This is an optimization exercise on Yosys and OpenROAD, whose aim is small area, a short achievable clock period and few clock cycles, not a production implementation. Function was checked by simulation only, so behaviour that the tests miss may differ from the original. Power and IR drop assume default switching activity.

## MIPS
module MIPS(
    clk,
    rst_n,
    in_valid,
    instruction,
    output_reg,
    out_valid,
    out_1,
    out_2,
    out_3,
    out_4,
    instruction_fail
);
Settings: LEC_CHECK=0, ABC_AREA=1, CAP_MARGIN=20, CORE_MARGIN=2, CORE_UTILIZATION=30, PLACE_DENSITY=0.45, SLEW_MARGIN=20, SYNTH_HIERARCHICAL=1; clock period 32.0 ns.
run.sh (not shown) runs the stock make flow with config.mk's settings and CLKGATE_MAP_FILE= SYNTH_SCRIPT=/design/flow/synth_recipe.tcl, a recipe that flattens the netlist after the stock synthesis.
Testbench counts at the start, summed over its fixed seeds: cycles 6,193.
Then changed:
==> flow/flow/run.sh (new file) <==
#!/bin/bash
# The standard layout (standard.sh: standard synthesis and ORFS steps),
# with two changes: port buffers are sky130_fd_sc_hd__buf_2 (instead of the
# slow delay buffer buffer_ports picks by default), and timing repair aims
# 22.6 ns above the 32 ns target's zero slack, so that it also shortens the
# few slowest paths.
set -euo pipefail
export BUFFER_PORTS_ARGS="-buffer_cell sky130_fd_sc_hd__buf_2"
export SETUP_SLACK_MARGIN=22.6
bash standard.sh > standard.log 2>&1
==> flow/standard.sh (new file) <==
#!/bin/bash
# synth_recipe.tcl (not shown) runs the flow's synth.tcl, then flattens the netlist and writes it again
# the make line also repeats each setting of config.mk as NAME=value (left out here)
make -C /OpenROAD-flow-scripts/flow DESIGN_CONFIG=/design/flow/config.mk WORK_HOME=/design/flow/orfs CLKGATE_MAP_FILE= SYNTH_SCRIPT=/design/flow/synth_recipe.tcl "${@:-finish}"
removed: flow/run.sh
Synthesized area does not change.
First-iteration DRC count goes up by 0.38%.
Combinational power hardly moves.
Register-to-register slack is better by 470 ps.
Clock-buffer cell count goes down by 3.
Fmax goes up by 7.1%.
Via count goes up by 0.46%.
Hold slack is better by 6.2 ps.
Then changed:
==> flow/flow/run.sh (replaced) <==
#!/bin/bash
# The standard layout (standard.sh: standard synthesis and ORFS steps),
# with one change: the buffers that global placement puts on every input and
# output port are sky130_fd_sc_hd__buf_2 instead of the cell buffer_ports
# picks by default (a slow delay buffer, clkdlybuf4s50_1).
set -euo pipefail
export BUFFER_PORTS_ARGS="-buffer_cell sky130_fd_sc_hd__buf_2"
bash standard.sh > standard.log 2>&1
Result: Sequential share of layout area hardly moves; hold slack is about the same; wire length shrinks by 0.33%; utilization goes down by 0.25 points; power is about the same; clock-buffer cell count does not change; final area came out lower by 0.77%; clock power is about the same; synthesized cell count stays the same; area after synthesis stays the same; register-to-register slack loses 400 ps.
Then changed:
==> flow/run.sh (new file) <==
#!/bin/bash
# synth_recipe.tcl (not shown) runs the flow's synth.tcl, then flattens the netlist and writes it again
# the make line also repeats each setting of config.mk as NAME=value (left out here)
make -C /OpenROAD-flow-scripts/flow DESIGN_CONFIG=/design/flow/config.mk WORK_HOME=/design/flow/orfs CLKGATE_MAP_FILE= SYNTH_SCRIPT=/design/flow/synth_recipe.tcl finish
Settings changed: CORE_UTILIZATION 30 to 55, PLACE_DENSITY 0.45 to 0.65.
removed: flow/flow/run.sh
removed: flow/standard.sh
Global-route usage went up by 17 points; setup slack is worse by 490 ps; synthesized area stays the same; register-to-register slack is better by 110 ps; routed wire length went down by roughly a tenth.

========
MIPS again, from the RTL that the note above started with.
==> flow/design.v (excerpt) <==
module MIPS(
    clk,
    rst_n,
    in_valid,
    instruction,
    output_reg,
    out_valid,
    out_1,
    out_2,
    out_3,
    out_4,
    instruction_fail
);
Settings: LEC_CHECK=0, ABC_AREA=1, CAP_MARGIN=75, CORE_MARGIN=2, CORE_UTILIZATION=30, PLACE_DENSITY=0.45, SLEW_MARGIN=75, SYNTH_HIERARCHICAL=1; clock period 32.0 ns.
standard.sh (not shown) runs the stock make flow with config.mk's settings and CLKGATE_MAP_FILE= SYNTH_SCRIPT=/design/flow/synth_recipe.tcl, a recipe that flattens the netlist after the stock synthesis.
==> flow/flow/run.sh <==
#!/bin/bash
# The standard layout (standard.sh: standard synthesis and ORFS steps),
# with one change: the buffers that global placement puts on every input and
# output port are sky130_fd_sc_hd__buf_2 instead of the cell buffer_ports
# picks by default (a slow delay buffer, clkdlybuf4s50_1).
set -euo pipefail
export BUFFER_PORTS_ARGS="-buffer_cell sky130_fd_sc_hd__buf_2"
bash standard.sh > standard.log 2>&1
The starting point passed the timing, DRC and antenna checks.
Testbench counts at the start, summed over its fixed seeds: cycles 6,193.
==> next run, changes <==
==> flow/run.sh (new file) <==
#!/bin/bash
# synth_recipe.tcl (not shown) runs the flow's synth.tcl, then flattens the netlist and writes it again
# the make line also repeats each setting of config.mk as NAME=value (left out here)
make -C /OpenROAD-flow-scripts/flow DESIGN_CONFIG=/design/flow/config.mk WORK_HOME=/design/flow/orfs CLKGATE_MAP_FILE= SYNTH_SCRIPT=/design/flow/synth_recipe.tcl finish
- ABC_AREA: 1 -> default
- CAP_MARGIN: 75 -> 20
- SLEW_MARGIN: 75 -> 20
removed: flow/flow/run.sh
removed: flow/standard.sh
Effect: Setup slack is worse by 1.8 ns. Routed wire length falls by a few percent. Final cell count falls by a quarter to a third. Clock-buffer cell count rises by 3.
==> next run, changes <==
==> flow/flow/run.sh (new file) <==
#!/bin/bash
# The standard layout (standard.sh: standard synthesis and ORFS steps),
# with one change: the buffers that global placement puts on every input and
# output port are sky130_fd_sc_hd__buf_2 instead of the cell buffer_ports
# picks by default (a slow delay buffer, clkdlybuf4s50_1).
set -euo pipefail
export BUFFER_PORTS_ARGS="-buffer_cell sky130_fd_sc_hd__buf_2"
bash standard.sh > standard.log 2>&1
==> flow/standard.sh (new file) <==
#!/bin/bash
# synth_recipe.tcl (not shown) runs the flow's synth.tcl, then flattens the netlist and writes it again
# the make line also repeats each setting of config.mk as NAME=value (left out here)
make -C /OpenROAD-flow-scripts/flow DESIGN_CONFIG=/design/flow/config.mk WORK_HOME=/design/flow/orfs CLKGATE_MAP_FILE= SYNTH_SCRIPT=/design/flow/synth_recipe.tcl "${@:-finish}"
- ABC_AREA: default -> 1
- CAP_MARGIN: 20 -> 50
- SLEW_MARGIN: 20 -> 50
removed: flow/run.sh
Sequential power drops by 31%.
Global-route usage climbs by 1.2 points.
Critical path depth climbs by 1.
Clock power drops by about 3%.
Routed wire length climbs by 6.3%.
Final cell count climbs by 34%.

========
== wip/juniper ==
MIPS, a different RTL version from the one above (not shown whole).
For scale: roughly 2,800 cells after synthesis, roughly 23,000 um2 of cells after synthesis.
Settings: LEC_CHECK=0, CAP_MARGIN=20, CORE_MARGIN=2, CORE_UTILIZATION=30, PLACE_DENSITY=0.45, SLEW_MARGIN=20, SYNTH_HIERARCHICAL=1; clock period 32.0 ns.
==> flow/flow/run.sh <==
#!/bin/bash
# The standard layout (standard.sh: standard synthesis and ORFS steps),
# with two changes: port buffers are sky130_fd_sc_hd__buf_2 (instead of the
# slow delay buffer buffer_ports picks by default), and timing repair aims
# 22.8 ns above the 32 ns target's zero slack, so that it also shortens the
# few slowest paths.
set -euo pipefail
export BUFFER_PORTS_ARGS="-buffer_cell sky130_fd_sc_hd__buf_2"
export SETUP_SLACK_MARGIN=22.8
bash standard.sh > standard.log 2>&1
Testbench counts of wip/juniper, summed over its fixed seeds: cycles 6,193.
[inputs] wip/nickel vs wip/juniper
Settings: PLACE_DENSITY now 0.55, was 0.45; CORE_UTILIZATION now 40, was 30; ABC_AREA now 1, previously not set.
Notes after the runs:
- Summary — count of filler cells inserted in the layout, wip/nickel relative to wip/juniper: lower, by 1,804.
- Cmp wip/nickel vs wip/juniper: number of stages on the worst setup path lower in wip/nickel
- Worst relative slew slack on wip/nickel is up relative to wip/juniper.
- Synthesis-to-layout area growth was lower in the run labelled wip/nickel.
- Compared wip/nickel vs wip/juniper, and final area is down in wip/nickel.
- For total power, dividing the value from wip/nickel by the value from wip/juniper gives 1.17.
- Setup slack in wip/nickel is larger than in wip/juniper.
- wip/nickel reports its end point of the critical path as out_3[15] while wip/juniper reports out_3[12].
- wip/nickel against wip/juniper; sequential power is down by more than 10%.
- When wip/nickel is measured against wip/juniper, its initial antenna violation count turns out 3 lower.
- In wip/nickel, worst hold slack across all endpoints is lower than in wip/juniper.
## Diff of input files: wip/delta against wip/nickel
Settings: CORE_UTILIZATION now 30, was 40; PLACE_DENSITY now 0.45, was 0.55.
==> flow/flow/run.sh <==
#!/bin/bash
# The standard layout (standard.sh: ORFS steps from synthesis to the
# final layout) with three changes:
#  - synthesis is synth_recipe.tcl unchanged, except that ABC maps the GCD
#    step module (MIPS_gcd_step) with flow/abc_gcd.script (area-oriented
#    mapping under a delay target) and the other modules with ORFS's own
#    abc_area.script (a copy in flow/); registers are untouched by ABC;
#  - port buffers are sky130_fd_sc_hd__buf_2 (instead of the slow delay
#    buffer buffer_ports picks by default);
#  - timing repair aims 22.8 ns above the 32 ns target's zero slack, so that
#    it also shortens the slowest paths.
set -euo pipefail
here=$(pwd)
cat > "$here/flow_synth.tcl" <<TCL
proc abc {args} {
  set i [lsearch -exact \$args -script]
  if {\$i >= 0} { set args [lreplace \$args \$i [expr {\$i + 1}]] }
  yosys abc -script $here/flow/abc_gcd.script {*}\$args MIPS_gcd_step
  yosys abc -script $here/flow/abc_alu.script {*}\$args MIPS_alu_out
  yosys abc -script $here/flow/abc_area.script {*}\$args MIPS
}
source $here/synth_recipe.tcl
TCL
sed "s#SYNTH_SCRIPT=[^ ]*#SYNTH_SCRIPT=$here/flow_synth.tcl#" standard.sh > flow_standard.sh
grep -q "SYNTH_SCRIPT=$here/flow_synth.tcl" flow_standard.sh
export BUFFER_PORTS_ARGS="-buffer_cell sky130_fd_sc_hd__buf_2"
export SETUP_SLACK_MARGIN=22.8
bash flow_standard.sh > standard.log 2>&1
==> flow/flow/abc_alu.script (new file) <==
&get -n
&st
&dch
&nf
&st
&syn2
&if -g -K 6
&synch2
&nf
&st
&syn2
&if -g -K 6
&synch2
&nf
&st
&syn2
&if -g -K 6
&synch2
&nf
&st
&syn2
&if -g -K 6
&synch2
&nf
&st
&syn2
&if -g -K 6
&synch2
&nf
&put
buffer -c
topo
stime -c
upsize -c
dnsize -c
==> flow/flow/abc_area.script (new file) <==
strash
dch
map -B 0.9
topo
stime -c
buffer -c
upsize -c
dnsize -c
==> flow/flow/abc_gcd.script (new file) <==
strash
dch
map -D 6000
topo
stime -c
buffer -c
upsize -c
dnsize -c
==> comparison <==
Changes observed in wip/delta relative to wip/nickel: worst-case headroom to the max-slew limit now sits higher, die footprint went up by 28%, number of global-route vias before repair fell by 1.3%, number of filler cells placed in the layout now larger.
Met2 usage in global routing: wip/delta lower than wip/nickel
Comparing wip/nickel and wip/delta, the higher area after synthesis is on wip/nickel.
Delta (wip/delta minus wip/nickel): part of the power in registers shows an increase of 1.9 points, post-detailed-routing wire length +about 11%, worst setup margin dropped 380 ps, total area of sequential cells increased about 0.6%.

re-timing with driven ports:
The flow's constraints put no driver on any port. The routed layouts listed below were extracted and timed again, unchanged, in two steps. Step 1 (the two cells are an assumption about what drives the block):
set clk [get_ports {clk}]
set_driving_cell -lib_cell sky130_fd_sc_hd__clkbuf_16 $clk
set_driving_cell -lib_cell sky130_fd_sc_hd__buf_2 [delete_from_list [all_inputs] $clk]
Step 2 also shifts input and output timing later by t, the mid clock arrival at the registers, as if the neighbouring blocks saw the same clock. Three values: ideal, step 1, step 2; two values: the first two.
run | t (ns) | setup slack, ns | worst register clock-pin slew, ns | pins driven straight from the clock port
the first run of note 1 | 0.561 | 22.049 / 21.984 / 22.240 | 0.08 / 0.08 | 1
the second run of note 1 | 0.563 | 22.709 / 22.644 / 22.722 | 0.09 / 0.09 | 1
the third run of note 1 | 0.559 | 22.447 / 22.385 / 22.759 | 0.09 / 0.09 | 1
the fourth run of note 1 | 0.504 | 21.952 / 21.897 / 22.096 | 0.09 / 0.09 | 1
the first run of note 2 | 0.566 | 22.603 / 22.535 / 23.100 | 0.09 / 0.09 | 1
the second run of note 2 | 0.546 | 20.817 / 20.759 / 21.305 | 0.08 / 0.08 | 1
the third run of note 2 | 0.562 | 22.507 / 22.441 / 22.970 | 0.08 / 0.08 | 1
wip/juniper | 0.552 | 22.260 / 22.192 / 22.452 | 0.08 / 0.08 | 1
wip/nickel | 0.512 | 22.777 / 22.725 / 22.806 | 0.08 / 0.08 | 1
wip/delta | 0.530 | 22.394 / 22.333 / 22.722 | 0.08 / 0.08 | 1
After both steps every run listed still meets setup and hold.
